From an optimization exercise on the open Yosys and OpenROAD flow, aimed at small area; shortcuts taken in it are not production practice. Only simulation tests tie the RTL to the original design; equivalence was not proved. Power is estimated from default activity; no workload was simulated.

==> design.v <==
module Calculator (
    input clk,
    input rst,
    input [1:0] InpNum,
    input InpSign,
    input [1:0] OP,
    output [6:0] InpSeg,
    output [6:0] ResSegUnits,
    output [6:0] ResSegTens,
    output [6:0] ResSegHundreds,
    output [6:0] SignSeg,
    output [6:0] ResSignSeg,
    output reg ZeroFlag,
    output SignFlag,
    output reg zeroResult
);
    reg [2:0] c;
    reg [1:0] pop;
    reg [3:0] U, T;
    reg S;
    wire [3:0] nU, nT;
    wire nS, nZF, nZR, hold;
    wire [2:0] nc;
    calc_comb cc (
        .U(U), .T(T), .S(S), .pop(pop), .c(c), .ni(InpNum), .s(InpSign),
        .nU(nU), .nT(nT), .nS(nS), .nZF(nZF), .nZR(nZR), .nc(nc), .hold(hold), .rst(rst),
        .segU(ResSegUnits), .segT(ResSegTens), .segH(ResSegHundreds), .segI(InpSeg));
    always @(posedge clk) begin
        c <= nc;
        pop <= OP;
        U <= nU;
        T <= nT;
        S <= nS;
        if (!hold) begin
            ZeroFlag <= nZF;
            zeroResult <= nZR;
        end
    end
    assign SignSeg = {InpSign, 6'b111111};
    assign ResSignSeg = {S, 6'b111111};
    assign SignFlag = S;
endmodule
module calc_comb (
    input [3:0] U,
    input [3:0] T,
    input [1:0] pop,
    input [2:0] c,
    input [1:0] ni,
    output [3:0] nU,
    output [3:0] nT,
    output [2:0] nc,
    output [6:0] segU,
    output [6:0] segT,
    output [6:0] segH,
    output [6:0] segI,
    input S,
    input s,
    input rst,
    output nS,
    output nZF,
    output nZR,
    output hold
);
  wire _000_;
  wire _001_;
  wire _002_;
  wire _003_;
  wire _004_;
  wire _005_;
  wire _006_;
  wire _007_;
  wire _008_;
  wire _009_;
  wire _010_;
  wire _011_;
  wire _012_;
  wire _013_;
  wire _014_;
  wire _015_;
  wire _016_;
  wire _017_;
  wire _018_;
  wire _019_;
  wire _020_;
  wire _021_;
  wire _022_;
  wire _023_;
  wire _024_;
  wire _025_;
  wire _026_;
  wire _027_;
  wire _028_;
  wire _029_;
  wire _030_;
  wire _031_;
  wire _032_;
  wire _033_;
  wire _034_;
  wire _035_;
  wire _036_;
  wire _037_;
  wire _038_;
  wire _039_;
  wire _040_;
  wire _041_;
  wire _042_;
  wire _043_;
  wire _044_;
  wire _045_;
  wire _046_;
  wire _047_;
  wire _048_;
  wire _049_;
  wire _050_;
  wire _051_;
  wire _052_;
  wire _053_;
  wire _054_;
  wire _055_;
  wire _056_;
  wire _057_;
  wire _058_;
  wire _059_;
  wire _060_;
  wire _061_;
  wire _062_;
  wire _063_;
  wire _064_;
  wire _065_;
  wire _066_;
  wire _067_;
  wire _068_;
  wire _069_;
  wire _070_;
  wire _071_;
  wire _072_;
  wire _073_;
  wire _074_;
  wire _075_;
  wire _076_;
  wire _077_;
  wire _078_;
  wire _079_;
  wire _080_;
  wire _081_;
  wire _082_;
  wire _083_;
  wire _084_;
  wire _085_;
  wire _086_;
  wire _087_;
  wire _088_;
  wire _089_;
  wire _090_;
  wire _091_;
  wire _092_;
  wire _093_;
  wire _094_;
  wire _095_;
  wire _096_;
  wire _097_;
  wire _098_;
  wire _099_;
  wire _100_;
  wire _101_;
  wire _102_;
  wire _103_;
  wire _104_;
  wire _105_;
  wire _106_;
  wire _107_;
  wire _108_;
  wire _109_;
  wire _110_;
  wire _111_;
  wire _112_;
  wire _113_;
  wire _114_;
  wire _115_;
  wire _116_;
  wire _117_;
  wire _118_;
  wire _119_;
  wire _120_;
  wire _121_;
  wire _122_;
  wire _123_;
  wire _124_;
  wire _125_;
  wire _126_;
  wire _127_;
  wire _128_;
  wire _129_;
  wire _130_;
  wire _131_;
  wire _132_;
  wire _133_;
  wire _134_;
  wire _135_;
  wire _136_;
  wire _137_;
  wire _138_;
  wire _139_;
  wire _140_;
  wire _141_;
  wire _142_;
  wire _143_;
  wire _144_;
  wire _145_;
  wire _146_;
  wire _147_;
  wire _148_;
  wire _149_;
  wire _150_;
  wire _151_;
  wire _152_;
  wire _153_;
  wire _154_;
  wire _155_;
  wire _156_;
  wire _157_;
  wire _158_;
  wire _159_;
  wire _160_;
  wire _161_;
  wire _162_;
  wire _163_;
  wire _164_;
  wire _165_;
  wire _166_;
  wire _167_;
  wire _168_;
  wire _169_;
  wire _170_;
  wire _171_;
  wire _172_;
  wire _173_;
  wire _174_;
  wire _175_;
  wire _176_;
  wire _177_;
  wire _178_;
  wire _179_;
  wire _180_;
  wire _181_;
  wire _182_;
  wire _183_;
  wire _184_;
  wire _185_;
  wire _186_;
  wire _187_;
  wire _188_;
  wire _189_;
  wire _190_;
  wire _191_;
  wire _192_;
  wire _193_;
  wire _194_;
  wire _195_;
  wire _196_;
  wire _197_;
  wire _198_;
  wire _199_;
  wire _200_;
  wire _201_;
  wire _202_;
  wire _203_;
  wire _204_;
  wire _205_;
  wire _206_;
  wire _207_;
  wire _208_;
  wire _209_;
  wire _210_;
  wire _211_;
  wire _212_;
  wire _213_;
  wire _214_;
  wire _215_;
  wire _216_;
  wire _217_;
  wire _218_;
  wire _219_;
  wire _220_;
  wire _221_;
  wire _222_;
  wire _223_;
  wire _224_;
  wire _225_;
  wire _226_;
  wire _227_;
  wire _228_;
  wire _229_;
  wire _230_;
  wire _231_;
  wire _232_;
  wire _233_;
  wire _234_;
  wire _235_;
  wire _236_;
  wire _237_;
  wire _238_;
  wire _239_;
  wire _240_;
  wire _241_;
  wire _242_;
  wire _243_;
  wire _244_;
  wire _245_;
  wire _246_;
  wire _247_;
  wire _248_;
  wire _249_;
  wire _250_;
  wire _251_;
  wire _252_;
  wire _253_;
  wire _254_;
  wire _255_;
  wire _256_;
  wire _257_;
  wire _258_;
  wire _259_;
  wire _260_;
  wire _261_;
  wire _262_;
  wire _263_;
  wire _264_;
  wire _265_;
  wire _266_;
  wire _267_;
  wire _268_;
  wire _269_;
  wire _270_;
  wire _271_;
  wire _272_;
  wire _273_;
  wire _274_;
  wire _275_;
  wire _276_;
  wire _277_;
  wire _278_;
  wire _279_;
  wire _280_;
  wire _281_;
  wire _282_;
  wire _283_;
  wire _284_;
  wire _285_;
  wire _286_;
  wire _287_;
  wire _288_;
  wire _289_;
  wire _290_;
  wire _291_;
  wire _292_;
  wire _293_;
  wire _294_;
  wire _295_;
  wire _296_;
  wire _297_;
  wire _298_;
  wire _299_;
  wire _300_;
  wire _301_;
  wire _302_;
  wire _303_;
  wire _304_;
  wire _305_;
  wire _306_;
  wire _307_;
  wire _308_;
  wire _309_;
  wire _310_;
  wire _311_;
  wire _312_;
  wire _313_;
  wire _314_;
  wire _315_;
  wire _316_;
  wire _317_;
  wire _318_;
  wire _319_;
  wire _320_;
  wire _321_;
  wire _322_;
  wire _323_;
  wire _324_;
  wire _325_;
  wire _326_;
  wire _327_;
  wire _328_;
  wire _329_;
  wire _330_;
  wire _331_;
  wire _332_;
  wire _333_;
  wire _334_;
  wire _335_;
  wire _336_;
  wire _337_;
  wire new_n100;
  wire new_n101;
  wire new_n102;
  wire new_n103;
  wire new_n104;
  wire new_n105;
  wire new_n106;
  wire new_n107;
  wire new_n108;
  wire new_n109;
  wire new_n110;
  wire new_n111;
  wire new_n112;
  wire new_n113;
  wire new_n114;
  wire new_n115;
  wire new_n116;
  wire new_n117;
  wire new_n118;
  wire new_n119;
  wire new_n120;
  wire new_n121;
  wire new_n123;
  wire new_n124;
  wire new_n125;
  wire new_n126;
  wire new_n127;
  wire new_n128;
  wire new_n129;
  wire new_n130;
  wire new_n131;
  wire new_n132;
  wire new_n133;
  wire new_n134;
  wire new_n135;
  wire new_n136;
  wire new_n137;
  wire new_n138;
  wire new_n139;
  wire new_n140;
  wire new_n141;
  wire new_n142;
  wire new_n143;
  wire new_n144;
  wire new_n145;
  wire new_n146;
  wire new_n147;
  wire new_n148;
  wire new_n149;
  wire new_n150;
  wire new_n151;
  wire new_n152;
  wire new_n153;
  wire new_n154;
  wire new_n155;
  wire new_n156;
  wire new_n157;
  wire new_n158;
  wire new_n159;
  wire new_n160;
  wire new_n161;
  wire new_n162;
  wire new_n163;
  wire new_n164;
  wire new_n165;
  wire new_n166;
  wire new_n167;
  wire new_n168;
  wire new_n169;
  wire new_n170;
  wire new_n172;
  wire new_n173;
  wire new_n174;
  wire new_n175;
  wire new_n176;
  wire new_n177;
  wire new_n178;
  wire new_n179;
  wire new_n180;
  wire new_n181;
  wire new_n182;
  wire new_n183;
  wire new_n184;
  wire new_n185;
  wire new_n186;
  wire new_n187;
  wire new_n188;
  wire new_n189;
  wire new_n190;
  wire new_n191;
  wire new_n192;
  wire new_n193;
  wire new_n194;
  wire new_n195;
  wire new_n196;
  wire new_n197;
  wire new_n199;
  wire new_n200;
  wire new_n201;
  wire new_n202;
  wire new_n203;
  wire new_n204;
  wire new_n205;
  wire new_n206;
  wire new_n207;
  wire new_n208;
  wire new_n209;
  wire new_n210;
  wire new_n211;
  wire new_n212;
  wire new_n213;
  wire new_n214;
  wire new_n215;
  wire new_n216;
  wire new_n217;
  wire new_n218;
  wire new_n219;
  wire new_n220;
  wire new_n221;
  wire new_n222;
  wire new_n223;
  wire new_n225;
  wire new_n226;
  wire new_n227;
  wire new_n228;
  wire new_n229;
  wire new_n230;
  wire new_n231;
  wire new_n232;
  wire new_n233;
  wire new_n234;
  wire new_n235;
  wire new_n236;
  wire new_n237;
  wire new_n238;
  wire new_n239;
  wire new_n240;
  wire new_n241;
  wire new_n242;
  wire new_n243;
  wire new_n245;
  wire new_n246;
  wire new_n247;
  wire new_n248;
  wire new_n249;
  wire new_n250;
  wire new_n251;
  wire new_n252;
  wire new_n253;
  wire new_n254;
  wire new_n255;
  wire new_n256;
  wire new_n257;
  wire new_n258;
  wire new_n259;
  wire new_n260;
  wire new_n261;
  wire new_n262;
  wire new_n263;
  wire new_n264;
  wire new_n265;
  wire new_n266;
  wire new_n267;
  wire new_n269;
  wire new_n270;
  wire new_n271;
  wire new_n272;
  wire new_n273;
  wire new_n274;
  wire new_n275;
  wire new_n276;
  wire new_n277;
  wire new_n278;
  wire new_n279;
  wire new_n280;
  wire new_n281;
  wire new_n282;
  wire new_n283;
  wire new_n284;
  wire new_n285;
  wire new_n286;
  wire new_n287;
  wire new_n288;
  wire new_n289;
  wire new_n290;
  wire new_n291;
  wire new_n292;
  wire new_n294;
  wire new_n295;
  wire new_n296;
  wire new_n297;
  wire new_n298;
  wire new_n299;
  wire new_n300;
  wire new_n301;
  wire new_n302;
  wire new_n303;
  wire new_n304;
  wire new_n305;
  wire new_n306;
  wire new_n307;
  wire new_n308;
  wire new_n309;
  wire new_n311;
  wire new_n312;
  wire new_n313;
  wire new_n314;
  wire new_n315;
  wire new_n316;
  wire new_n317;
  wire new_n318;
  wire new_n319;
  wire new_n320;
  wire new_n321;
  wire new_n322;
  wire new_n324;
  wire new_n325;
  wire new_n327;
  wire new_n328;
  wire new_n329;
  wire new_n330;
  wire new_n331;
  wire new_n332;
  wire new_n333;
  wire new_n334;
  wire new_n335;
  wire new_n337;
  wire new_n341;
  wire new_n343;
  wire new_n350;
  wire new_n351;
  wire new_n352;
  wire new_n357;
  wire new_n360;
  wire new_n361;
  wire new_n63;
  wire new_n65;
  wire new_n66;
  wire new_n67;
  wire new_n68;
  wire new_n69;
  wire new_n70;
  wire new_n71;
  wire new_n72;
  wire new_n73;
  wire new_n74;
  wire new_n75;
  wire new_n76;
  wire new_n77;
  wire new_n78;
  wire new_n79;
  wire new_n80;
  wire new_n81;
  wire new_n82;
  wire new_n83;
  wire new_n84;
  wire new_n85;
  wire new_n86;
  wire new_n87;
  wire new_n88;
  wire new_n89;
  wire new_n90;
  wire new_n91;
  wire new_n93;
  wire new_n94;
  wire new_n95;
  wire new_n96;
  wire new_n97;
  wire new_n98;
  wire new_n99;
  assign new_n101 = U[0]  & ni[0] ;
  assign new_n102 = _000_ & _001_;
  assign new_n103 = new_n101 & _002_;
  assign new_n104 = U[1]  & ni[0] ;
  assign new_n105 = _003_ & _004_;
  assign new_n106 = _005_ & _006_;
  assign new_n107 = _007_ & ni[0] ;
  assign new_n108 = new_n106 & _008_;
  assign new_n109 = _009_ & new_n108;
  assign new_n110 = _010_ & _011_;
  assign new_n111 = _012_ & _013_;
  assign new_n112 = U[2]  & ni[0] ;
  assign new_n113 = _014_ & _015_;
  assign new_n114 = new_n112 & _016_;
  assign new_n115 = ni[0]  & _017_;
  assign new_n116 = _018_ & _019_;
  assign new_n117 = _020_ & _021_;
  assign new_n118 = new_n100 & _022_;
  assign new_n119 = new_n68 & _023_;
  assign new_n120 = _024_ & new_n119;
  assign new_n121 = _025_ & new_n120;
  assign nU[0]  = _026_ & _027_;
  assign new_n123 = new_n85 & new_n86;
  assign new_n124 = new_n86 & _028_;
  assign new_n125 = _029_ & _030_;
  assign new_n126 = _031_ & _032_;
  assign new_n127 = U[1]  & _033_;
  assign new_n128 = U[2]  & new_n105;
  assign new_n129 = _034_ & new_n106;
  assign new_n130 = _035_ & _036_;
  assign new_n131 = _037_ & new_n130;
  assign new_n132 = _038_ & _039_;
  assign new_n133 = _040_ & _041_;
  assign new_n134 = U[3]  & _042_;
  assign new_n135 = _043_ & new_n134;
  assign new_n136 = new_n69 & new_n86;
  assign new_n137 = pop[0]  & _044_;
  assign new_n138 = _045_ & new_n137;
  assign new_n139 = _046_ & U[2] ;
  assign new_n140 = new_n106 & new_n139;
  assign new_n141 = _047_ & _048_;
  assign new_n142 = new_n107 & new_n141;
  assign new_n143 = _049_ & _050_;
  assign new_n144 = new_n138 & new_n143;
  assign new_n145 = new_n65 & _051_;
  assign new_n146 = _052_ & new_n145;
  assign new_n147 = _053_ & _054_;
  assign new_n148 = ni[1]  & _055_;
  assign new_n149 = _056_ & _057_;
  assign new_n150 = S & s;
  assign new_n151 = _058_ & _059_;
  assign new_n152 = pop[0]  & _060_;
  assign new_n153 = _061_ & new_n151;
  assign new_n154 = _062_ & _063_;
  assign new_n155 = new_n71 & _064_;
  assign new_n156 = new_n101 & new_n154;
  assign new_n157 = _065_ & _066_;
  assign new_n158 = ni[1]  & _067_;
  assign new_n159 = _068_ & new_n157;
  assign new_n160 = new_n75 & _069_;
  assign new_n161 = _070_ & new_n160;
  assign new_n162 = _071_ & new_n161;
  assign new_n163 = U[1]  & _072_;
  assign new_n164 = _073_ & _074_;
  assign new_n165 = new_n154 & new_n160;
  assign new_n166 = _075_ & new_n165;
  assign new_n167 = _076_ & _077_;
  assign new_n168 = U[3]  & _078_;
  assign new_n169 = new_n164 & _079_;
  assign new_n170 = new_n154 & _080_;
  assign new_n172 = new_n65 & _081_;
  assign new_n173 = _082_ & _083_;
  assign new_n174 = _084_ & new_n173;
  assign new_n175 = U[2]  & new_n166;
  assign new_n176 = _085_ & _086_;
  assign new_n177 = new_n174 & _087_;
  assign new_n178 = new_n170 & new_n177;
  assign new_n179 = _088_ & _089_;
  assign new_n180 = ni[1]  & _090_;
  assign new_n181 = U[1]  & _091_;
  assign new_n182 = new_n75 & segI[5] ;
  assign new_n183 = _092_ & new_n182;
  assign new_n184 = _093_ & new_n183;
  assign new_n185 = _094_ & new_n184;
  assign new_n186 = new_n86 & new_n185;
  assign new_n187 = new_n81 & new_n97;
  assign new_n188 = new_n86 & new_n187;
  assign new_n189 = new_n173 & _095_;
  assign new_n190 = new_n186 & new_n189;
  assign new_n191 = _096_ & _097_;
  assign new_n192 = _098_ & new_n186;
  assign new_n193 = new_n191 & _099_;
  assign new_n194 = _100_ & _101_;
  assign new_n195 = new_n164 & new_n193;
  assign new_n196 = new_n174 & _102_;
  assign new_n197 = _103_ & new_n196;
  assign new_n199 = new_n164 & _104_;
  assign new_n200 = _105_ & new_n185;
  assign new_n201 = U[3]  & new_n200;
  assign new_n202 = _106_ & _107_;
  assign new_n203 = _108_ & _109_;
  assign new_n204 = new_n173 & _110_;
  assign new_n205 = _111_ & new_n204;
  assign new_n206 = _112_ & new_n205;
  assign new_n207 = new_n199 & _113_;
  assign new_n208 = _114_ & _115_;
  assign new_n209 = _116_ & new_n208;
  assign new_n210 = pop[0]  & new_n67;
  assign new_n211 = U[0]  & _117_;
  assign new_n212 = _118_ & _119_;
  assign new_n213 = _120_ & new_n212;
  assign new_n214 = new_n210 & _121_;
  assign new_n215 = _122_ & _123_;
  assign new_n216 = _124_ & new_n105;
  assign new_n217 = _125_ & _126_;
  assign new_n218 = _127_ & new_n217;
  assign new_n219 = new_n100 & new_n218;
  assign new_n220 = _128_ & _129_;
  assign new_n221 = new_n68 & _130_;
  assign new_n222 = _131_ & new_n221;
  assign new_n223 = _132_ & _133_;
  assign nU[2]  = _134_ & new_n223;
  assign new_n225 = new_n177 & _135_;
  assign new_n226 = _136_ & new_n225;
  assign new_n227 = U[3]  & _137_;
  assign new_n228 = new_n175 & new_n227;
  assign new_n229 = _138_ & _139_;
  assign new_n230 = _140_ & _141_;
  assign new_n231 = U[0]  & _142_;
  assign new_n232 = _143_ & _144_;
  assign new_n233 = _145_ & _146_;
  assign new_n234 = _147_ & new_n233;
  assign new_n235 = new_n210 & new_n234;
  assign new_n236 = _148_ & U[2] ;
  assign new_n237 = T[0]  & _149_;
  assign new_n238 = _150_ & new_n237;
  assign new_n239 = _151_ & _152_;
  assign new_n240 = _153_ & _154_;
  assign new_n241 = new_n68 & new_n240;
  assign new_n242 = _155_ & _156_;
  assign new_n243 = _157_ & new_n242;
  assign new_n245 = _159_ & new_n216;
  assign new_n246 = _160_ & _161_;
  assign new_n247 = _162_ & _163_;
  assign new_n248 = T[0]  & _164_;
  assign new_n249 = _165_ & _166_;
  assign new_n250 = U[2]  & new_n90;
  assign new_n251 = _167_ & _168_;
  assign new_n252 = T[0]  & _169_;
  assign new_n253 = new_n112 & new_n252;
  assign new_n254 = new_n251 & new_n253;
  assign new_n255 = _170_ & ni[0] ;
  assign new_n256 = _171_ & new_n255;
  assign new_n257 = _172_ & _173_;
  assign new_n258 = new_n210 & new_n257;
  assign new_n259 = _174_ & new_n258;
  assign new_n260 = T[0]  & new_n174;
  assign new_n261 = T[1]  & _175_;
  assign new_n262 = _176_ & _177_;
  assign new_n263 = new_n68 & _178_;
  assign new_n264 = _179_ & _180_;
  assign new_n265 = _181_ & new_n264;
  assign new_n266 = new_n191 & _182_;
  assign new_n267 = _183_ & new_n265;
  assign new_n269 = T[1]  & new_n173;
  assign new_n270 = _184_ & _185_;
  assign new_n271 = T[3]  & _186_;
  assign new_n272 = _187_ & _188_;
  assign new_n273 = _189_ & new_n272;
  assign new_n274 = new_n210 & new_n273;
  assign new_n275 = _190_ & new_n256;
  assign new_n276 = new_n107 & new_n252;
  assign new_n277 = _191_ & _192_;
  assign new_n278 = T[1]  & _193_;
  assign new_n279 = _194_ & _195_;
  assign new_n280 = new_n251 & _196_;
  assign new_n281 = _197_ & _198_;
  assign new_n282 = new_n274 & new_n281;
  assign new_n283 = _199_ & _200_;
  assign new_n284 = _201_ & ni[0] ;
  assign new_n285 = _202_ & _203_;
  assign new_n286 = new_n68 & _204_;
  assign new_n287 = T[0]  & _205_;
  assign new_n288 = _206_ & _207_;
  assign new_n289 = _208_ & _209_;
  assign new_n290 = _210_ & _211_;
  assign new_n291 = new_n283 & _212_;
  assign new_n292 = _213_ & new_n290;
  assign nT[1]  = _214_ & _215_;
  assign new_n294 = _216_ & T[1] ;
  assign new_n295 = _217_ & _218_;
  assign new_n296 = new_n289 & new_n295;
  assign new_n297 = T[2]  & new_n296;
  assign new_n298 = _219_ & _220_;
  assign new_n299 = new_n174 & _221_;
  assign new_n300 = _222_ & new_n299;
  assign new_n301 = _223_ & _224_;
  assign new_n302 = _225_ & new_n301;
  assign new_n303 = _226_ & _227_;
  assign new_n304 = _228_ & _229_;
  assign new_n305 = T[1]  & new_n304;
  assign new_n306 = _230_ & _231_;
  assign new_n307 = _232_ & _233_;
  assign new_n308 = new_n67 & _234_;
  assign new_n309 = _235_ & new_n308;
  assign new_n311 = T[1]  & _236_;
  assign new_n312 = _237_ & _238_;
  assign new_n313 = new_n210 & _239_;
  assign new_n314 = _240_ & T[2] ;
  assign new_n315 = T[1]  & _241_;
  assign new_n316 = _242_ & _243_;
  assign new_n317 = new_n296 & new_n316;
  assign new_n318 = _244_ & new_n317;
  assign new_n319 = T[3]  & _245_;
  assign new_n320 = _246_ & _247_;
  assign new_n321 = _248_ & new_n173;
  assign new_n322 = _249_ & new_n321;
  assign new_n324 = _250_ & new_n63;
  assign new_n325 = new_n184 & new_n188;
  assign nZR = _251_ & new_n188;
  assign new_n327 = new_n151 & _252_;
  assign new_n328 = new_n65 & _253_;
  assign new_n329 = S & _254_;
  assign new_n330 = _255_ & _256_;
  assign new_n331 = new_n186 & _257_;
  assign new_n332 = new_n325 & _258_;
  assign new_n333 = _259_ & _260_;
  assign new_n334 = new_n173 & _261_;
  assign new_n335 = _262_ & new_n334;
  assign nS = _263_ & _264_;
  assign new_n337 = _265_ & pop[1] ;
  assign nZF = _266_ & new_n337;
  assign nc[0]  = _267_ & _268_;
  assign nc[1]  = c[0]  & _269_;
  assign new_n341 = _270_ & _271_;
  assign nc[2]  = _272_ & _273_;
  assign new_n343 = U[2]  & _274_;
  assign segU[0]  = new_n251 & segU[3] ;
  assign segU[1]  = U[2]  & new_n141;
  assign segU[2]  = _275_ & new_n89;
  assign new_n350 = _276_ & new_n314;
  assign new_n351 = T[0]  & _277_;
  assign new_n352 = new_n316 & new_n351;
  assign segT[0]  = _278_ & segT[3] ;
  assign segT[1]  = T[2]  & _279_;
  assign segT[2]  = _280_ & new_n315;
  assign new_n357 = _281_ & _282_;
  assign new_n360 = _284_ & _285_;
  assign new_n361 = _286_ & _287_;
  assign segT[6]  = _288_ & new_n361;
  assign segH[0]  = T[1]  & T[3] ;
  assign segH[2]  = T[3]  & new_n314;
  assign segH[5]  = T[3]  & _289_;
  assign segI[0]  = ni[0]  & _290_;
  assign segI[2]  = _291_ & ni[1] ;
  assign new_n63 = _292_ & _293_;
  assign hold = _294_ & c[2] ;
  assign new_n65 = pop[1]  & _295_;
  assign new_n66 = ni[1]  & new_n65;
  assign new_n67 = _296_ & new_n66;
  assign new_n68 = _297_ & new_n67;
  assign new_n69 = U[0]  & _298_;
  assign new_n70 = _299_ & new_n69;
  assign new_n71 = _300_ & ni[0] ;
  assign new_n72 = _301_ & new_n71;
  assign new_n73 = _302_ & _303_;
  assign new_n74 = _304_ & _305_;
  assign new_n75 = _306_ & _307_;
  assign new_n76 = U[0]  & _308_;
  assign new_n77 = _309_ & _310_;
  assign new_n78 = ni[0]  & _311_;
  assign new_n79 = _312_ & _313_;
  assign new_n80 = _314_ & new_n79;
  assign new_n81 = _315_ & _316_;
  assign new_n82 = _317_ & new_n81;
  assign new_n83 = T[0]  & _318_;
  assign new_n84 = ni[0]  & _319_;
  assign new_n85 = _320_ & new_n84;
  assign new_n86 = _321_ & _322_;
  assign new_n87 = _323_ & new_n86;
  assign new_n88 = U[0]  & new_n87;
  assign new_n89 = U[1]  & _324_;
  assign new_n90 = U[0]  & U[1] ;
  assign new_n91 = _325_ & _326_;
  assign new_n93 = _328_ & _329_;
  assign new_n94 = new_n85 & _330_;
  assign new_n95 = T[2]  & ni[0] ;
  assign new_n96 = _331_ & _332_;
  assign new_n97 = _333_ & _334_;
  assign new_n98 = T[0]  & ni[0] ;
  assign new_n99 = _335_ & new_n98;
  assign new_n100 = _336_ & _337_;
  assign _000_ = ~ U[3] ;
  assign _001_ = ~ new_n89;
  assign _002_ = ~ new_n102;
  assign _003_ = ~ U[1] ;
  assign _004_ = ~ ni[0] ;
  assign _005_ = ~ new_n104;
  assign _006_ = ~ new_n105;
  assign _007_ = ~ U[2] ;
  assign _008_ = ~ new_n107;
  assign _009_ = ~ new_n85;
  assign _010_ = ~ new_n103;
  assign _011_ = ~ new_n109;
  assign _012_ = ~ new_n100;
  assign _013_ = ~ new_n110;
  assign _014_ = ~ U[0] ;
  assign _015_ = ~ U[1] ;
  assign _016_ = ~ new_n113;
  assign _017_ = ~ new_n86;
  assign _018_ = ~ U[1] ;
  assign _019_ = ~ new_n115;
  assign _020_ = ~ new_n114;
  assign _021_ = ~ new_n116;
  assign _022_ = ~ new_n117;
  assign _023_ = ~ new_n118;
  assign _024_ = ~ new_n111;
  assign _025_ = ~ new_n94;
  assign _026_ = ~ new_n80;
  assign _027_ = ~ new_n121;
  assign _028_ = ~ new_n100;
  assign _029_ = ~ new_n85;
  assign _030_ = ~ new_n124;
  assign _031_ = ~ new_n123;
  assign _032_ = ~ new_n125;
  assign _033_ = ~ new_n100;
  assign _034_ = ~ U[2] ;
  assign _035_ = ~ new_n128;
  assign _036_ = ~ new_n129;
  assign _037_ = ~ new_n127;
  assign _038_ = ~ new_n126;
  assign _039_ = ~ new_n131;
  assign _040_ = ~ pop[0] ;
  assign _041_ = ~ new_n132;
  assign _042_ = ~ ni[0] ;
  assign _043_ = ~ U[0] ;
  assign _044_ = ~ new_n136;
  assign _045_ = ~ new_n135;
  assign _046_ = ~ U[0] ;
  assign _047_ = ~ new_n90;
  assign _048_ = ~ new_n113;
  assign _049_ = ~ new_n140;
  assign _050_ = ~ new_n142;
  assign _051_ = ~ new_n144;
  assign _052_ = ~ new_n133;
  assign _053_ = ~ new_n63;
  assign _054_ = ~ new_n146;
  assign _055_ = ~ new_n147;
  assign _056_ = ~ S;
  assign _057_ = ~ s;
  assign _058_ = ~ new_n149;
  assign _059_ = ~ new_n150;
  assign _060_ = ~ new_n151;
  assign _061_ = ~ pop[0] ;
  assign _062_ = ~ new_n152;
  assign _063_ = ~ new_n153;
  assign _064_ = ~ new_n154;
  assign _065_ = ~ new_n155;
  assign _066_ = ~ new_n156;
  assign _067_ = ~ new_n157;
  assign _068_ = ~ ni[1] ;
  assign _069_ = ~ new_n159;
  assign _070_ = ~ new_n158;
  assign _071_ = ~ U[1] ;
  assign _072_ = ~ new_n161;
  assign _073_ = ~ new_n162;
  assign _074_ = ~ new_n163;
  assign _075_ = ~ new_n162;
  assign _076_ = ~ U[2] ;
  assign _077_ = ~ new_n166;
  assign _078_ = ~ new_n167;
  assign _079_ = ~ new_n168;
  assign _080_ = ~ new_n169;
  assign _081_ = ~ segI[5] ;
  assign _082_ = ~ new_n63;
  assign _083_ = ~ new_n172;
  assign _084_ = ~ new_n66;
  assign _085_ = ~ U[3] ;
  assign _086_ = ~ new_n175;
  assign _087_ = ~ new_n176;
  assign _088_ = ~ new_n71;
  assign _089_ = ~ new_n162;
  assign _090_ = ~ new_n69;
  assign _091_ = ~ new_n180;
  assign _092_ = ~ new_n181;
  assign _093_ = ~ new_n154;
  assign _094_ = ~ new_n179;
  assign _095_ = ~ new_n188;
  assign _096_ = ~ new_n178;
  assign _097_ = ~ new_n190;
  assign _098_ = ~ new_n79;
  assign _099_ = ~ new_n192;
  assign _100_ = ~ new_n164;
  assign _101_ = ~ new_n193;
  assign _102_ = ~ new_n195;
  assign _103_ = ~ new_n194;
  assign _104_ = ~ new_n191;
  assign _105_ = ~ U[2] ;
  assign _106_ = ~ new_n167;
  assign _107_ = ~ new_n185;
  assign _108_ = ~ new_n201;
  assign _109_ = ~ new_n202;
  assign _110_ = ~ new_n175;
  assign _111_ = ~ new_n203;
  assign _112_ = ~ new_n199;
  assign _113_ = ~ new_n205;
  assign _114_ = ~ new_n67;
  assign _115_ = ~ new_n207;
  assign _116_ = ~ new_n206;
  assign _117_ = ~ new_n106;
  assign _118_ = ~ new_n87;
  assign _119_ = ~ new_n139;
  assign _120_ = ~ new_n211;
  assign _121_ = ~ new_n213;
  assign _122_ = ~ new_n100;
  assign _123_ = ~ new_n134;
  assign _124_ = ~ U[3] ;
  assign _125_ = ~ new_n89;
  assign _126_ = ~ new_n115;
  assign _127_ = ~ new_n216;
  assign _128_ = ~ new_n215;
  assign _129_ = ~ new_n219;
  assign _130_ = ~ new_n123;
  assign _131_ = ~ new_n220;
  assign _132_ = ~ new_n214;
  assign _133_ = ~ new_n222;
  assign _134_ = ~ new_n209;
  assign _135_ = ~ new_n200;
  assign _136_ = ~ new_n170;
  assign _137_ = ~ new_n63;
  assign _138_ = ~ new_n190;
  assign _139_ = ~ new_n228;
  assign _140_ = ~ new_n164;
  assign _141_ = ~ new_n229;
  assign _142_ = ~ U[2] ;
  assign _143_ = ~ new_n139;
  assign _144_ = ~ new_n231;
  assign _145_ = ~ new_n106;
  assign _146_ = ~ new_n136;
  assign _147_ = ~ new_n232;
  assign _148_ = ~ U[1] ;
  assign _149_ = ~ ni[0] ;
  assign _150_ = ~ new_n236;
  assign _151_ = ~ new_n85;
  assign _152_ = ~ new_n238;
  assign _153_ = ~ new_n86;
  assign _154_ = ~ new_n239;
  assign _155_ = ~ new_n235;
  assign _156_ = ~ new_n241;
  assign _157_ = ~ new_n230;
  assign _158_ = ~ new_n243;
  assign _159_ = ~ U[0] ;
  assign _160_ = ~ new_n86;
  assign _161_ = ~ new_n245;
  assign _162_ = ~ T[2] ;
  assign _163_ = ~ ni[0] ;
  assign _164_ = ~ new_n247;
  assign _165_ = ~ new_n246;
  assign _166_ = ~ new_n248;
  assign _167_ = ~ U[3] ;
  assign _168_ = ~ new_n250;
  assign _169_ = ~ T[1] ;
  assign _170_ = ~ T[0] ;
  assign _171_ = ~ new_n251;
  assign _172_ = ~ new_n254;
  assign _173_ = ~ new_n256;
  assign _174_ = ~ new_n249;
  assign _175_ = ~ new_n255;
  assign _176_ = ~ new_n95;
  assign _177_ = ~ new_n261;
  assign _178_ = ~ new_n262;
  assign _179_ = ~ new_n260;
  assign _180_ = ~ new_n263;
  assign _181_ = ~ new_n259;
  assign _182_ = ~ new_n265;
  assign _183_ = ~ new_n191;
  assign _184_ = ~ new_n67;
  assign _185_ = ~ new_n269;
  assign _186_ = ~ ni[0] ;
  assign _187_ = ~ new_n95;
  assign _188_ = ~ new_n237;
  assign _189_ = ~ new_n271;
  assign _190_ = ~ T[1] ;
  assign _191_ = ~ new_n112;
  assign _192_ = ~ new_n255;
  assign _193_ = ~ new_n277;
  assign _194_ = ~ new_n276;
  assign _195_ = ~ new_n278;
  assign _196_ = ~ new_n279;
  assign _197_ = ~ new_n275;
  assign _198_ = ~ new_n280;
  assign _199_ = ~ new_n270;
  assign _200_ = ~ new_n282;
  assign _201_ = ~ T[3] ;
  assign _202_ = ~ new_n247;
  assign _203_ = ~ new_n284;
  assign _204_ = ~ new_n285;
  assign _205_ = ~ new_n178;
  assign _206_ = ~ T[0] ;
  assign _207_ = ~ new_n190;
  assign _208_ = ~ new_n287;
  assign _209_ = ~ new_n288;
  assign _210_ = ~ new_n286;
  assign _211_ = ~ new_n289;
  assign _212_ = ~ new_n290;
  assign _213_ = ~ new_n283;
  assign _214_ = ~ new_n291;
  assign _215_ = ~ new_n292;
  assign _216_ = ~ T[0] ;
  assign _217_ = ~ new_n252;
  assign _218_ = ~ new_n294;
  assign _219_ = ~ T[2] ;
  assign _220_ = ~ new_n296;
  assign _221_ = ~ new_n298;
  assign _222_ = ~ new_n297;
  assign _223_ = ~ T[2] ;
  assign _224_ = ~ T[3] ;
  assign _225_ = ~ new_n115;
  assign _226_ = ~ new_n81;
  assign _227_ = ~ new_n302;
  assign _228_ = ~ new_n98;
  assign _229_ = ~ new_n256;
  assign _230_ = ~ new_n303;
  assign _231_ = ~ new_n305;
  assign _232_ = ~ pop[0] ;
  assign _233_ = ~ new_n271;
  assign _234_ = ~ new_n307;
  assign _235_ = ~ new_n306;
  assign _236_ = ~ new_n304;
  assign _237_ = ~ T[2] ;
  assign _238_ = ~ new_n311;
  assign _239_ = ~ new_n312;
  assign _240_ = ~ T[1] ;
  assign _241_ = ~ T[2] ;
  assign _242_ = ~ new_n314;
  assign _243_ = ~ new_n315;
  assign _244_ = ~ T[3] ;
  assign _245_ = ~ new_n317;
  assign _246_ = ~ new_n318;
  assign _247_ = ~ new_n319;
  assign _248_ = ~ new_n68;
  assign _249_ = ~ new_n320;
  assign _250_ = ~ s;
  assign _251_ = ~ segU[5] ;
  assign _252_ = ~ nZR;
  assign _253_ = ~ new_n327;
  assign _254_ = ~ new_n65;
  assign _255_ = ~ new_n328;
  assign _256_ = ~ new_n329;
  assign _257_ = ~ new_n330;
  assign _258_ = ~ new_n331;
  assign _259_ = ~ new_n325;
  assign _260_ = ~ new_n330;
  assign _261_ = ~ new_n333;
  assign _262_ = ~ new_n332;
  assign _263_ = ~ new_n324;
  assign _264_ = ~ new_n335;
  assign _265_ = ~ pop[0] ;
  assign _266_ = ~ segI[5] ;
  assign _267_ = ~ c[2] ;
  assign _268_ = ~ rst;
  assign _269_ = ~ rst;
  assign _270_ = ~ c[1] ;
  assign _271_ = ~ c[2] ;
  assign _272_ = ~ rst;
  assign _273_ = ~ new_n341;
  assign _274_ = ~ new_n141;
  assign _275_ = ~ U[0] ;
  assign _276_ = ~ T[0] ;
  assign _277_ = ~ T[3] ;
  assign _278_ = ~ T[1] ;
  assign _279_ = ~ new_n295;
  assign _280_ = ~ T[0] ;
  assign _281_ = ~ new_n83;
  assign _282_ = ~ new_n314;
  assign _283_ = ~ new_n357;
  assign _284_ = ~ T[1] ;
  assign _285_ = ~ new_n301;
  assign _286_ = ~ new_n294;
  assign _287_ = ~ new_n315;
  assign _288_ = ~ new_n360;
  assign _289_ = ~ new_n97;
  assign _290_ = ~ ni[1] ;
  assign _291_ = ~ ni[0] ;
  assign segH[6]  = ~ segH[2] ;
  assign segI[6]  = ~ ni[1] ;
  assign _292_ = ~ c[0] ;
  assign _293_ = ~ c[2] ;
  assign _294_ = ~ c[1] ;
  assign _295_ = ~ hold;
  assign _296_ = ~ new_n63;
  assign _297_ = ~ pop[0] ;
  assign _298_ = ~ ni[0] ;
  assign _299_ = ~ new_n63;
  assign _300_ = ~ U[0] ;
  assign _301_ = ~ hold;
  assign _302_ = ~ new_n70;
  assign _303_ = ~ new_n72;
  assign _304_ = ~ new_n65;
  assign _305_ = ~ new_n73;
  assign _306_ = ~ pop[1] ;
  assign _307_ = ~ hold;
  assign _308_ = ~ new_n75;
  assign _309_ = ~ new_n63;
  assign _310_ = ~ new_n76;
  assign _311_ = ~ new_n77;
  assign _312_ = ~ new_n74;
  assign _313_ = ~ new_n78;
  assign _314_ = ~ new_n68;
  assign _315_ = ~ T[0] ;
  assign _316_ = ~ T[3] ;
  assign _317_ = ~ T[1] ;
  assign _318_ = ~ T[2] ;
  assign _319_ = ~ new_n83;
  assign _320_ = ~ new_n82;
  assign _321_ = ~ U[2] ;
  assign _322_ = ~ U[3] ;
  assign _323_ = ~ U[1] ;
  assign _324_ = ~ U[2] ;
  assign _325_ = ~ new_n89;
  assign _326_ = ~ new_n90;
  assign _327_ = ~ new_n91;
  assign _328_ = ~ U[3] ;
  assign _329_ = ~ segU[5] ;
  assign _330_ = ~ new_n93;
  assign _331_ = ~ T[0] ;
  assign _332_ = ~ new_n95;
  assign _333_ = ~ T[1] ;
  assign _334_ = ~ T[2] ;
  assign _335_ = ~ new_n97;
  assign _336_ = ~ new_n96;
  assign _337_ = ~ new_n99;
  assign segI[5]  = ni[0]  | ni[1] ;
  assign nU[1]  = new_n148 | new_n197;
  assign nU[3]  = new_n226 | _158_;
  assign nT[0]  = new_n266 | new_n267;
  assign nT[2]  = new_n300 | new_n309;
  assign nT[3]  = new_n313 | new_n322;
  assign segU[3]  = new_n88 | new_n343;
  assign segU[4]  = U[0]  | new_n236;
  assign segU[6]  = new_n87 | new_n250;
  assign segT[3]  = new_n350 | new_n352;
  assign segT[4]  = new_n351 | _283_;
  assign segT[5]  = new_n315 | new_n352;
  assign segU[5]  = new_n88 | _327_;
  assign segI[4]  = ni[0] ;
  assign segI[3]  = segI[0] ;
  assign segI[1]  = 1'h0;
  assign segH[4]  = segH[0] ;
  assign segH[3]  = segH[0] ;
  assign segH[1]  = 1'h0;
endmodule
==> flow/run.sh <==
#!/bin/bash
# Own layout flow: the standard synthesis, then an area-oriented re-mapping of the
# combinational logic (registers and tie cells kept as the standard synthesis made them),
# then the standard layout with the smallest buffer on each port.
set -euo pipefail
W=$(pwd)
R=$W/orfs/results/$FLOW_PLATFORM/Calculator/base
LIB=$FLOW_HOME/platforms/$FLOW_PLATFORM/lib/sky130_fd_sc_hd__tt_025C_1v80.lib
bash standard.sh synth > $W/log_standard_synth.txt 2>&1
cp $R/1_2_yosys.v $W/std_1_2_yosys.v
cat > $W/remap.abc <<EOA
strash
&get -n
&deepsyn -T 60
&put
dch -f
map -a
topo
EOA
cat > $W/remap.ys <<EOY
read_liberty -ignore_miss_func $LIB
read_verilog $W/std_1_2_yosys.v
hierarchy -top $FLOW_TOP
blackbox sky130_fd_sc_hd__*df* sky130_fd_sc_hd__*dl* sky130_fd_sc_hd__conb_1
flatten
hierarchy -top $FLOW_TOP
opt_clean
abc -liberty $LIB -script $W/remap.abc -dont_use sky130_fd_sc_hd__probe* -dont_use sky130_fd_sc_hd__lpflow*
opt_clean
hilomap -singleton -hicell sky130_fd_sc_hd__conb_1 HI -locell sky130_fd_sc_hd__conb_1 LO
insbuf -buf sky130_fd_sc_hd__buf_4 A X
splitnets
opt_clean -purge
stat -liberty $LIB
write_verilog -noattr -nohex -nodec $R/1_2_yosys.v
EOY
yosys -s $W/remap.ys > $W/log_remap_yosys.txt 2>&1
touch $R/1_2_yosys.v
bash standard.sh 'BUFFER_PORTS_ARGS=-buffer_cell sky130_fd_sc_hd__buf_1' SKIP_REPAIR_TIE_FANOUT=1 finish > $W/log_standard_finish.txt 2>&1
==> standard.sh <==
#!/bin/bash
# synth_recipe.tcl (not shown) runs the flow's synth.tcl, then flattens the netlist and writes it again
# the make line also repeats each setting of config.mk as NAME=value (left out here)
make -C /OpenROAD-flow-scripts/flow DESIGN_CONFIG=/design/flow/config.mk WORK_HOME=/design/flow/orfs CLKGATE_MAP_FILE= SYNTH_SCRIPT=/design/flow/synth_recipe.tcl "${@:-finish}"
==> config.mk <==
export PLATFORM = sky130hd
export DESIGN_NAME = Calculator
export DESIGN_NICKNAME = Calculator
export VERILOG_FILES = /design/flow/design.v
export SDC_FILE = /design/flow/constraint.sdc
export NUM_CORES = 4
export LEC_CHECK = 0
export CAP_MARGIN = 20
export CORE_MARGIN = 2
export CORE_UTILIZATION = 25
export SLEW_MARGIN = 20
==> constraint.sdc <==
create_clock -name core_clock -period 20.0 [get_ports {clk}]
set_input_delay 4.0000 -clock core_clock [delete_from_list [all_inputs] [get_ports {clk}]]
set_output_delay 4.0000 -clock core_clock [all_outputs]
set_load 0.01 [all_outputs]
==> results.ini, run 1 <==
[status]
status = complete, no violations

[critical_path]
reg2regPathDepth = 18
startpoint = InpNum[0]
worstPathCellList = buf_1, buf_4, clkinv_1, nor2_1, buf_1
r2r-start = pop[0]
cpPeakStageDelay_ns = 0.40
slowest_stage = clkinv_1
crit_path_end_kind = primary output
cp-start-kind = input port
arrival_ns = 5.17
cp_common_cell = buf_1
cp.required_ns = 16.00
path_class = input port to primary output
timing.rr.end = T[3]
cp_num_buf_inv = 4
r2r_slack_ns = 16.32
worst-path-max-fanout = 15
cpLargestDelayFamily = buffers and inverters

[die]
die_area_um2 = 6940
fp.coreArea_um2 = 5990
dieHeight_um = 83.3
io_pins = 52
rows = 28
die_w_um = 83.3
start_util = 0.262

[route]
wirelength_um = 4890
met3_length_um = 316
wl_met1_um = 2070
viasPerCell = 4.94
vias = 1803
ant_nets = 0
firstDrtPassIters = 4
initialDrtViolationCount = 108
drc = 0
dr_wl_met2_um = 2430
maxUsedRoutingLayer = met4
wl_per_cell_um = 13.4

[global_route]
grt_start_max_net_pins = 16
grt_overflow = 0
first_global_vias = 1713
grt_usage = 0.140
grt_pass1_wl_um = 8050
grt_antenna_before_repair = 0

[timing]
fmaxAchievable_ghz = 0.109
worst_pin_slew_ns = 0.702
maxSlewHeadroom = 0.527
setup_viol = 0
rsz0062_at_grt = false
fin_crit_sh = 0.459
holdWs_ns = 0.428
finalSetupTns_ns = 0
period_minus_slack_ns = 9.17
finalHoldViolCount = 0
clock_skew_ns = 0.00363
slew_violations = 0

[placed_design]
portBuffers = 37
place_hpwl_um = 3810
place_congestion = 0.879

[pwr]
ir_drop_uv = 33.9
power.density_nw_per_um2 = 99.2
power_leakage_nw = 0.606
finalPower_mw = 0.169

[cts]
hold_buffers = 0
h-tree-depth = 1
post_cts_resized = 0
clk_path_buf_depth = 2
root_buffer = clkbuf_8
cts_tree = built
clk_latency_ns = 0.26
clkSinkCount = 16
clk_pin_slew_worst_paths_ns = 0.08
numCtsBuffers = 3
cts_setup_buffers = 0

[min_path]
hold_start = c[0]
min_path_type = flop to flop
min_delay_path_depth = 2
worst_hold_path.endpoint = c[1]

[job]
drv_cap = 0

[layout]
nets = 298
n_antenna_cell = 0
synthToLayoutAreaGrowth_pct = 8.60
drive_above_1_share = 0.0241

[yosys]
synthCells = 268
syn_area_per_cell_um2 = 5.86
synth_warnings = 1
syn_area_um2 = 1570

state kept, by name (all words and copies together), names as in the netlist:
name / count
ZeroFlag: 1
U: 4
pop: 2
c: 3
zeroResult: 1
S: 1
T: 4
power breakdown:
| part | total, mW | internal [mW] | switching [mW] |
|---|---|---|---|
| Clock | 0.0273 | 0.0137 | 0.0136 |
| Combinational | 0.0936 | 0.0287 | 0.0649 |
| Sequential | 0.0484 | 0.0385 | 0.00990 |
worst max-delay path by stage:
stage | to | cells past startpoint
finish | InpSeg[3] | 5
global route | InpSeg[3] | 5
CTS | InpSeg[3] | 5
detailed placement | InpSeg[3] | 5
global placement | InpSeg[3] | 5
floorplan | InpSeg[3] | 3
worst min-delay path, cell delays in order (launching register included):
cell	delay (ns)
dfxtp_1	0.32
clkinv_1	0.04
nor2_1	0.03
routing by layer:
| metal | vias up | global-route usage |
|---|---|---|
| li1 | 925 | - |
| met2 | 63 | 0.254 |
| met1 | 809 | 0.162 |
| met3 | 6 | 0.0318 |
| met4 | 0 | 0.0417 |
| met5 | - | 0 |
cell usage in the layout (no fill, tap or decap), types with 2 or more instances in the layout:
cell,instances
a21oi_1,24
dfxtp_1,14
o221ai_1,3
or2_2,2
a211oi_1,2
clkinv_1,41
o211ai_1,2
edfxtp_1,2
a22oi_1,3
buf_1,37
o22ai_1,2
xnor2_1,3
o21ai_0,22
a32oi_1,2
a31oi_1,2
xor2_1,3
clkbuf_8,3
nand3_1,9
nor3_1,9
conb_1,2
nand2_1,35
nor2_1,59
through the flow:
stage | worst slack, ns | utilization | instance area (µm²) | cells
finish | 10.83 | 0.285 | 1710 | 365
global route | 10.70 | 0.285 | 1710 | 365
CTS | 10.84 | 0.285 | 1710 | 365
detailed placement | 10.84 | 0.277 | 1660 | 361
global placement | 10.89 | 0.277 | 1660 | 361
floorplan | 11.32 | - | 1570 | 268
cell type report:
cell class,count,area [µm²]
Sequential cell,16,340
Clock buffer,3,41.3
Tap cell,75,93.8
Fill cell,693,4280
Multi-Input combinational cell,192,931
Timing Repair Buffer,38,146
Clock inverter,1,3.75
Inverter,40,150
==> run 2, diff against run 1 <==
--- a/flow/run.sh
+++ b/flow/run.sh
@@ -37,3 +37,3 @@
 yosys -s $W/remap.ys > $W/log_remap_yosys.txt 2>&1
 touch $R/1_2_yosys.v
-bash standard.sh 'BUFFER_PORTS_ARGS=-buffer_cell sky130_fd_sc_hd__buf_1' SKIP_REPAIR_TIE_FANOUT=1 finish > $W/log_standard_finish.txt 2>&1
+bash standard.sh 'BUFFER_PORTS_ARGS=-buffer_cell sky130_fd_sc_hd__buf_1' finish > $W/log_standard_finish.txt 2>&1
==> run 2 against run 1 <==
Sequential power hardly changed. Clock-buffer cell count is 1 higher. Global-route usage up 0.056 points. Clock power about the same. Flip-flop and latch count unchanged. Critical path type unchanged. Largest cell class unchanged. Highest routed layer unchanged.
==> results.ini, run 2 <==
[timing]
slew_violations = 0
setup_viol = 0
finalSetupTns_ns = 0
maxSlewHeadroom = 0.497
clock_skew_ns = 0.0102
rsz0062_at_grt = false
finalHoldViolCount = 0
fmaxAchievable_ghz = 0.105
period_minus_slack_ns = 9.56
fin_crit_sh = 0.478
worst_pin_slew_ns = 0.746

[cts]
clkSinkCount = 16
cts_setup_buffers = 0
h-tree-depth = 1
cts_tree = built
numCtsBuffers = 3
hold_buffers = 0
root_buffer = clkbuf_8
clk_path_buf_depth = 2
post_cts_resized = 0
clk_latency_ns = 0.26
clk_pin_slew_worst_paths_ns = 0.06

[yosys]
synth_warnings = 1
syn_area_um2 = 1570
syn_area_per_cell_um2 = 5.86
synthCells = 268

[die]
die_w_um = 83.3
io_pins = 52
rows = 28
fp.coreArea_um2 = 5990
dieHeight_um = 83.3
start_util = 0.262
die_area_um2 = 6940

[layout]
final_common_cell = nor2_1
fin_area_um2 = 1740
n_antenna_cell = 0
final_cell_mix = nor2_1 (59), clkinv_1 (40), buf_1 (37), nand2_1 (35), a21oi_1 (24)
largestRegisters = T (4), U (4), c (3)
utilization = 0.291
nets = 309
drive_above_1_share = 0.0199
synthToLayoutAreaGrowth_pct = 11.0

[placed_design]
place_area_um2 = 1700
place_hpwl_um = 3900
place_congestion = 0.917
portBuffers = 37

[job]
drv_cap = 0

[critical_path]
cp.required_ns = 16.00
worst-path-max-fanout = 15
path_class = input port to primary output
cp-start-kind = input port
crit_path_end_kind = primary output
arrival_ns = 5.56

[pwr]
power.density_nw_per_um2 = 96.9
ir_drop_uv = 24.2
finalPower_mw = 0.169
power_leakage_nw = 0.640

[route]
ant_nets = 0
viasPerCell = 4.97
initialDrtViolationCount = 199
wl_per_cell_um = 12.8
vias = 1869
drc = 0
firstDrtPassIters = 5
wirelength_um = 4800

[status]
status = complete, no violations

[global_route]
grt_pass1_wl_um = 8010
grt_overflow = 0
grt_usage = 0.140
first_global_vias = 1629
grt_start_max_net_pins = 16
grt_antenna_before_repair = 0

[min_path]
min_path_type = flop to flop

==> run 2: changes by cell type in the layout (fill, tap and decap cells not counted) <==
cell | before | now
clkinv_1 | 41 | 40
conb_1 | 2 | 14
buf_4 | 1 | 0
clkbuf_1 | 0 | 1
==> run 2: layout make-up <==
| type | count | area [µm²] |
|---|---|---|
| Inverter | 40 | 150 |
| Clock buffer | 4 | 45.0 |
| Tap cell | 75 | 93.8 |
| Timing Repair Buffer | 37 | 139 |
| Fill cell | 675 | 4250 |
| Multi-Input combinational cell | 204 | 976 |
| Sequential cell | 16 | 340 |
==> run 2: final timing paths <==
kind | cells past startpoint | end | slack [ns] | from
worst max register to register | 18 | T[3] | 16.30 | pop[0]
worst min-delay path | 2 | c[1] | 0.42 | c[0]
worst max-delay path | 4 | InpSeg[3] | 10.44 | InpNum[0]
worst min register to register | 2 | c[1] | 0.42 | c[0]
==> run 2: through the flow <==
stage	hold WS [ns]	cells	setup slack [ns]
3_3_place_gp	0.406	372	10.51
5_1_grt	0.454	376	10.26
2_1_floorplan	0.398	280	11.32
3_5_place_dp	0.415	372	10.45
6_report	0.423	376	10.44
4_1_cts	0.425	376	10.44
==> run 2: where the power goes <==
| part | leakage (nW) | internal, mW | total, mW | switching, mW |
|---|---|---|---|---|
| clock network | 0.0228 | 0.0142 | 0.0272 | 0.0130 |
| registers | 0.138 | 0.0385 | 0.0482 | 0.00962 |
| logic | 0.479 | 0.0285 | 0.0938 | 0.0652 |
==> run 2: critical path, stage by stage <==
cell and delay, ns:
buf_1 0.50, clkinv_1 0.56, nor2_1 0.31, buf_1 0.18
==> run 2: per-layer routing <==
layer / vias up / GRT usage / routed length, µm / part of all wire
met1: 836 / 0.190 / 2110 / 0.44
met3: 12 / 0.0278 / 335 / 0.070
met2: 76 / 0.221 / 2240 / 0.47
met4: 0 / 0.0492 / 108 / 0.022
li1: 945 / - / - / -
met5: - / 0 / 0 / 0
==> run 3, diff against run 2 <==
==> flow/run.sh (replaced) <==
#!/bin/bash
# Own layout flow: the standard synthesis, then an area-oriented re-mapping of the
# combinational logic (registers and tie cells kept as the standard synthesis made them),
# then the standard layout with the smallest buffer on each port, and one tie cell per
# constant value instead of one per constant output.
set -uo pipefail
W=$(pwd)
R=$W/orfs/results/$FLOW_PLATFORM/Calculator/base
LIB=$FLOW_HOME/platforms/$FLOW_PLATFORM/lib/sky130_fd_sc_hd__tt_025C_1v80.lib
bash standard.sh synth > $W/log_standard_synth.txt 2>&1 || exit 1
cp $R/1_2_yosys.v $W/std_1_2_yosys.v
# candidate ABC scripts for the re-mapping; the smallest result that completes is used
# (mfs3 sometimes stops on an internal assertion, so several seeds and a plain one are tried)
for i in 1 2 3 4 5; do
  printf 'strash\n&get -n\n&deepsyn -T 20 -S %d\n&put\ndch -f\nmap -a\ntopo\nmfs3 -ae\ntopo\nmfs3 -aer\ntopo\n' $((i*7)) > $W/remap$i.abc
done
printf 'strash\n&get -n\n&deepsyn -T 20\n&put\ndch -f\nmap -a\ntopo\n' > $W/remap6.abc
best=""; besta=""
for i in 1 2 3 4 5 6; do
cat > $W/remap$i.ys <<EOY
read_liberty -ignore_miss_func $LIB
read_verilog $W/std_1_2_yosys.v
hierarchy -top $FLOW_TOP
blackbox sky130_fd_sc_hd__*df* sky130_fd_sc_hd__conb_1
flatten
hierarchy -top $FLOW_TOP
opt_clean
abc -liberty $LIB -script $W/remap$i.abc -dont_use sky130_fd_sc_hd__probe* -dont_use sky130_fd_sc_hd__lpflow*
opt_clean
tee -o $W/remap$i.stat stat -liberty $LIB
hilomap -singleton -hicell sky130_fd_sc_hd__conb_1 HI -locell sky130_fd_sc_hd__conb_1 LO
insbuf -buf sky130_fd_sc_hd__buf_4 A X
splitnets
opt_clean -purge
write_verilog -noattr -nohex -nodec $W/remap$i.v
EOY
  if yosys -s $W/remap$i.ys > $W/log_remap${i}_yosys.txt 2>&1 && [ -s $W/remap$i.v ]; then
    a=$(awk '/Chip area/{print $NF}' $W/remap$i.stat)
    echo "remap $i: area $a" >> $W/log_remap_choice.txt
    if [ -z "$best" ] || awk "BEGIN{exit !($a < $besta)}"; then best=$i; besta=$a; fi
  else
    echo "remap $i: failed" >> $W/log_remap_choice.txt
  fi
done
if [ -n "$best" ]; then
  echo "using remap $best" >> $W/log_remap_choice.txt
  cp $W/remap$best.v $R/1_2_yosys.v
  touch $R/1_2_yosys.v
fi
bash standard.sh 'BUFFER_PORTS_ARGS=-buffer_cell sky130_fd_sc_hd__buf_1' SKIP_REPAIR_TIE_FANOUT=1 finish > $W/log_standard_finish.txt 2>&1
--- a/config.mk
+++ b/config.mk
@@ -9,3 +9,4 @@
 export CORE_MARGIN = 2
 export CORE_UTILIZATION = 25
+export CTS_BUF_LIST = sky130_fd_sc_hd__clkbuf_4
 export SLEW_MARGIN = 20
==> run 3 against run 2 <==
Still clean. Final area shrank 2.9%. Flip-flop and latch count is the same. Combinational power shrank 26%.
==> results.ini, run 3 <==
[yosys]
syn_area_per_cell_um2 = 5.95
synth_warnings = 1
synthCells = 265
syn_area_um2 = 1580

[cts]
cts_setup_buffers = 0
clk_pin_slew_worst_paths_ns = 0.10
numCtsBuffers = 3
root_buffer = clkbuf_4
clkSinkCount = 16
clk_path_buf_depth = 2
cts_tree = built
post_cts_resized = 0
h-tree-depth = 1
hold_buffers = 0
clk_latency_ns = 0.30

[layout]
synthToLayoutAreaGrowth_pct = 7.37
final_cell_mix = nor2_1 (56), clkinv_1 (46), buf_1 (37), nand2_1 (32), a21oi_1 (21)
utilization = 0.281
drive_above_1_share = 0.0209
finalNonFillerCells = 362
fin_area_um2 = 1690
n_antenna_cell = 0
fillers = 712
largestRegisters = T (4), U (4), c (3)
final_common_cell = nor2_1
nets = 295

[timing]
clock_skew_ns = 0.000832
worst_slack_ns = 10.83
holdWs_ns = 0.428
finalHoldViolCount = 0
slew_violations = 0
finalSetupTns_ns = 0
fmaxAchievable_ghz = 0.109
rsz0062_at_grt = false
setup_viol = 0
fin_crit_sh = 0.458
period_minus_slack_ns = 9.17

[placed_design]
dpl.cell_count = 358
place_congestion = 0.881
place_area_um2 = 1670
portBuffers = 37
place_hpwl_um = 3590
post-place-ws_ns = 10.84

[route]
wl_per_cell_um = 12.5
wirelength_um = 4520
viasPerCell = 4.98
initialDrtViolationCount = 120
ant_nets = 0
drc = 0
vias = 1801
firstDrtPassIters = 4

[global_route]
grt_start_max_net_pins = 18
grt_antenna_before_repair = 0
first_global_vias = 1555
grt_pass1_wl_um = 7420
grt_usage = 0.127
grt_overflow = 0

[critical_path]
cpLargestDelayFamily = buffers and inverters
slowest_stage = clkinv_1
arrival_ns = 5.17
cp_num_buf_inv = 4
r2r_slack_ns = 16.54
cpPeakStageDelay_ns = 0.39
cp_common_cell = buf_1
path_class = input port to primary output
crit_path_end_kind = primary output
worst-path-max-fanout = 17
cp-start-kind = input port
cp.required_ns = 16.00
worstPathCellList = buf_1, buf_4, clkinv_1, nor2_1, buf_1

[pwr]
ir_drop_uv = 30.5
finalPower_mw = 0.134
power.density_nw_per_um2 = 78.9
power_leakage_nw = 0.609

[job]
drv_cap = 0

[die]
start_util = 0.262
die_area_um2 = 6960
die_w_um = 83.4
fp.coreArea_um2 = 6030
rows = 28
io_pins = 52
dieHeight_um = 83.4

[status]
status = complete, no violations

[min_path]
min_path_type = flop to flop

## run 3: area by class of cell
cell class | count | area [µm²] | share of cell area
Inverter | 45 | 169 | 0.0997
Timing Repair Buffer | 38 | 146 | 0.0864
Multi-Input combinational cell | 184 | 918 | 0.542
Clock buffer | 3 | 22.5 | 0.0133
Sequential cell | 16 | 340 | 0.201
Tap cell | 75 | 93.8 | 0.0554
Clock inverter | 1 | 3.75 | 0.00222
## run 3: layer usage
metal	GRT usage	wire length (µm)	up-vias
met5	0	0	-
met2	0.186	1910	91
met4	0.0337	95	0
met1	0.182	2110	775
li1	-	-	922
met3	0.0338	404	13
## run 3: final timing paths
check	start	endpoint	cells after the start
min	c[0]	c[1]	2
min reg2reg	c[0]	c[1]	2
max reg2reg	pop[0]	T[3]	22
max	InpNum[0]	InpSeg[3]	5
## run 3: tightest hold or removal path: stages, from the launching register on
cell      delay (ns)
dfxtp_1         0.33
clkinv_1        0.04
nor2_1          0.03
## run 3: where the power goes
group	total, mW	internal [mW]	switching (mW)
registers	0.0448	0.0372	0.00755
clock network	0.0191	0.00728	0.0118
logic	0.0698	0.0217	0.0481
==> run 4, diff against run 3 <==
--- a/flow/run.sh
+++ b/flow/run.sh
@@ -12,10 +12,11 @@
 # candidate ABC scripts for the re-mapping; the smallest result that completes is used
 # (mfs3 sometimes stops on an internal assertion, so several seeds and a plain one are tried)
-for i in 1 2 3 4 5; do
-  printf 'strash\n&get -n\n&deepsyn -T 20 -S %d\n&put\ndch -f\nmap -a\ntopo\nmfs3 -ae\ntopo\nmfs3 -aer\ntopo\n' $((i*7)) > $W/remap$i.abc
+for i in 1 2 3 4 5 6; do
+  if [ $((i % 2)) = 1 ]; then m='mfs3 -a'; else m='mfs3 -ae'; fi
+  printf 'strash\n&get -n\n&deepsyn -T 20\n&put\ndch -f\nmap -a\ntopo\n%s\ntopo\n' "$m" > $W/remap$i.abc
 done
-printf 'strash\n&get -n\n&deepsyn -T 20\n&put\ndch -f\nmap -a\ntopo\n' > $W/remap6.abc
+printf 'strash\n&get -n\n&deepsyn -T 20\n&put\ndch -f\nmap -a\ntopo\n' > $W/remap7.abc
 best=""; besta=""
-for i in 1 2 3 4 5 6; do
+for i in 1 2 3 4 5 6 7; do
 cat > $W/remap$i.ys <<EOY
 read_liberty -ignore_miss_func $LIB
==> run 4 against run 3 <==
Clock power barely moved. Still clean on timing, DRC and antenna. Largest cell class unchanged. Synthesized cell count fell by 9.4%. Clock-buffer cell count did not move. Die area fell by 2.4%. Non-clock buffer count fell by 1. Power rose by 8.7%. Flip-flop and latch count did not move. Highest routed layer unchanged. Global-route usage rose by 0.12 points. Critical path type unchanged. Final area fell by 2.8%. Area after synthesis fell by 2.5%. Clock skew rose by 0.021 ns. Hold slack improved by 0.044 ns.
==> results.ini, run 4 <==
[critical_path]
worstPathCellList = buf_1, clkinv_1, nor2_1, buf_1
cp-start-kind = input port
r2r_slack_ns = 16.76
cp.required_ns = 16.00
worst-path-max-fanout = 15
cp_common_cell = buf_1
crit_path_end_kind = primary output
slowest_stage = clkinv_1
arrival_ns = 5.63
cpPeakStageDelay_ns = 0.60
path_class = input port to primary output

[timing]
setup_viol = 0
finalSetupTns_ns = 0
slew_violations = 0
clock_skew_ns = 0.0215
fin_crit_sh = 0.482
fmaxAchievable_ghz = 0.104
worst_pin_slew_ns = 0.702
rsz0062_at_grt = false
finalHoldViolCount = 0
maxSlewHeadroom = 0.532
period_minus_slack_ns = 9.63

[cts]
hold_buffers = 0
clk_latency_ns = 0.31
cts_setup_buffers = 0
post_cts_resized = 0
h-tree-depth = 1
cts_tree = built
clk_path_buf_depth = 2
clk_pin_slew_worst_paths_ns = 0.10
root_buffer = clkbuf_4
clkSinkCount = 16
numCtsBuffers = 3

[layout]
drive_above_1_share = 0.0115
n_antenna_cell = 0
nets = 269
finalNonFillerCells = 336
fillers = 667
largestRegisters = T (4), U (4), c (3)
synthToLayoutAreaGrowth_pct = 7.08
final_cell_mix = nor2_1 (45), buf_1 (37), clkinv_1 (27), a21oi_1 (22), nand2_1 (20)
final_common_cell = nor2_1

[placed_design]
dpl.cell_count = 332
place_congestion = 0.928
place_hpwl_um = 3440
portBuffers = 37

[die]
rows = 28
dieHeight_um = 82.4
start_util = 0.260
die_w_um = 82.4
io_pins = 52
fp.coreArea_um2 = 5920
die_area_um2 = 6790

[route]
wirelength_um = 4390
viasPerCell = 5.04
vias = 1695
drc = 0
wl_per_cell_um = 13.1
firstDrtPassIters = 5
ant_nets = 0
initialDrtViolationCount = 124

[yosys]
syn_area_per_cell_um2 = 6.41
synth_warnings = 1
synthCells = 240
syn_area_um2 = 1540

[pwr]
ir_drop_uv = 35.7
power_leakage_nw = 0.572
power.density_nw_per_um2 = 88.2

[global_route]
grt_overflow = 0
grt_antenna_before_repair = 0
first_global_vias = 1444
grt_usage = 0.128
grt_pass1_wl_um = 6840
grt_start_max_net_pins = 16

[job]
drv_cap = 0

[status]
status = complete, no violations

[min_path]
min_path_type = flop to flop

## run 4: power breakdown
group          internal [mW]  switching, mW
clock                0.00727         0.0121
combinational         0.0264         0.0524
sequential            0.0379        0.00918
## run 4: through the flow
stage	utilization	setup WS, ns	hold slack (ns)	total power, mW	cell area, µm²
finish	0.278	10.37	0.473	0.145	1650
CTS	0.278	10.42	0.472	0.145	1650
floorplan	-	11.30	0.426	0.105	1540
global placement	0.274	10.45	0.434	0.126	1620
global route	0.278	10.29	0.494	0.159	1650
detailed placement	0.274	10.43	0.449	0.126	1620
## run 4: critical path: cells and delay by family
kind | cells | cell delay (ns)
and+or+nand+nor | 1 | 0.32
buffers and inverters | 3 | 1.30
## run 4: path summary, 6_finish.rpt
| path | start | to | cells past startpoint |
|---|---|---|---|
| setup reg to reg | pop[0] | T[3] | 15 |
| setup / recovery | InpNum[0] | InpSeg[0] | 4 |
| hold reg to reg | c[1] | c[2] | 2 |
| hold / removal | c[1] | c[2] | 2 |
## run 4: layout make-up
class / count / area, µm² / share of cell area
clock inverters: 1 / 3.75 / 0.00228
repair buffers: 37 / 139 / 0.0843
multi-input cells: 178 / 950 / 0.577
clock buffers: 3 / 22.5 / 0.0137
flip-flops and latches: 16 / 340 / 0.207
well taps: 75 / 93.8 / 0.0570
inverters: 26 / 97.6 / 0.0593
## run 4: routing by layer
metal  global-route usage  vias up  part of all wire
li1                     -      861                 -
met3               0.0283        4             0.073
met2                0.194       65              0.44
met5                    0        -                 0
met1                0.181      765              0.48
met4               0.0350        0            0.0087

==> separate check: timing with driven ports <==
The flow's constraints put no driver on any port. The routed layouts listed below were extracted and timed again, unchanged, in two steps.
Step 1 assumes that a clkbuf_16 drives the clock port and a buf_2 every other input.
Step 2, shift: input delay + t, output delay - t, t = (earliest + latest rising clock arrival at the registers) / 2. This alone moves slack from input paths to output paths.
Slacks: ideal ports / drivers / drivers and shift; pairs: ideal ports / drivers.
run	t, ns	setup WS [ns]	hold WS [ns]	worst setup path after step 2
run 1	0.286	10.826 / 10.804 / 10.804	0.428 / 0.428 / 0.428	input to output
run 2	0.286	10.439 / 10.413 / 10.413	0.423 / 0.423 / 0.423	input to output
run 3	0.326	10.833 / 10.809 / 10.809	0.428 / 0.428 / 0.428	input to output
run 4	0.318	10.366 / 10.336 / 10.336	0.473 / 0.473 / 0.473	input to output
After both steps setup and hold are still met in every run listed. For run 4, which loses most, drivers alone change the setup slack by -0.030 ns; drivers and shift together by -0.030 ns.
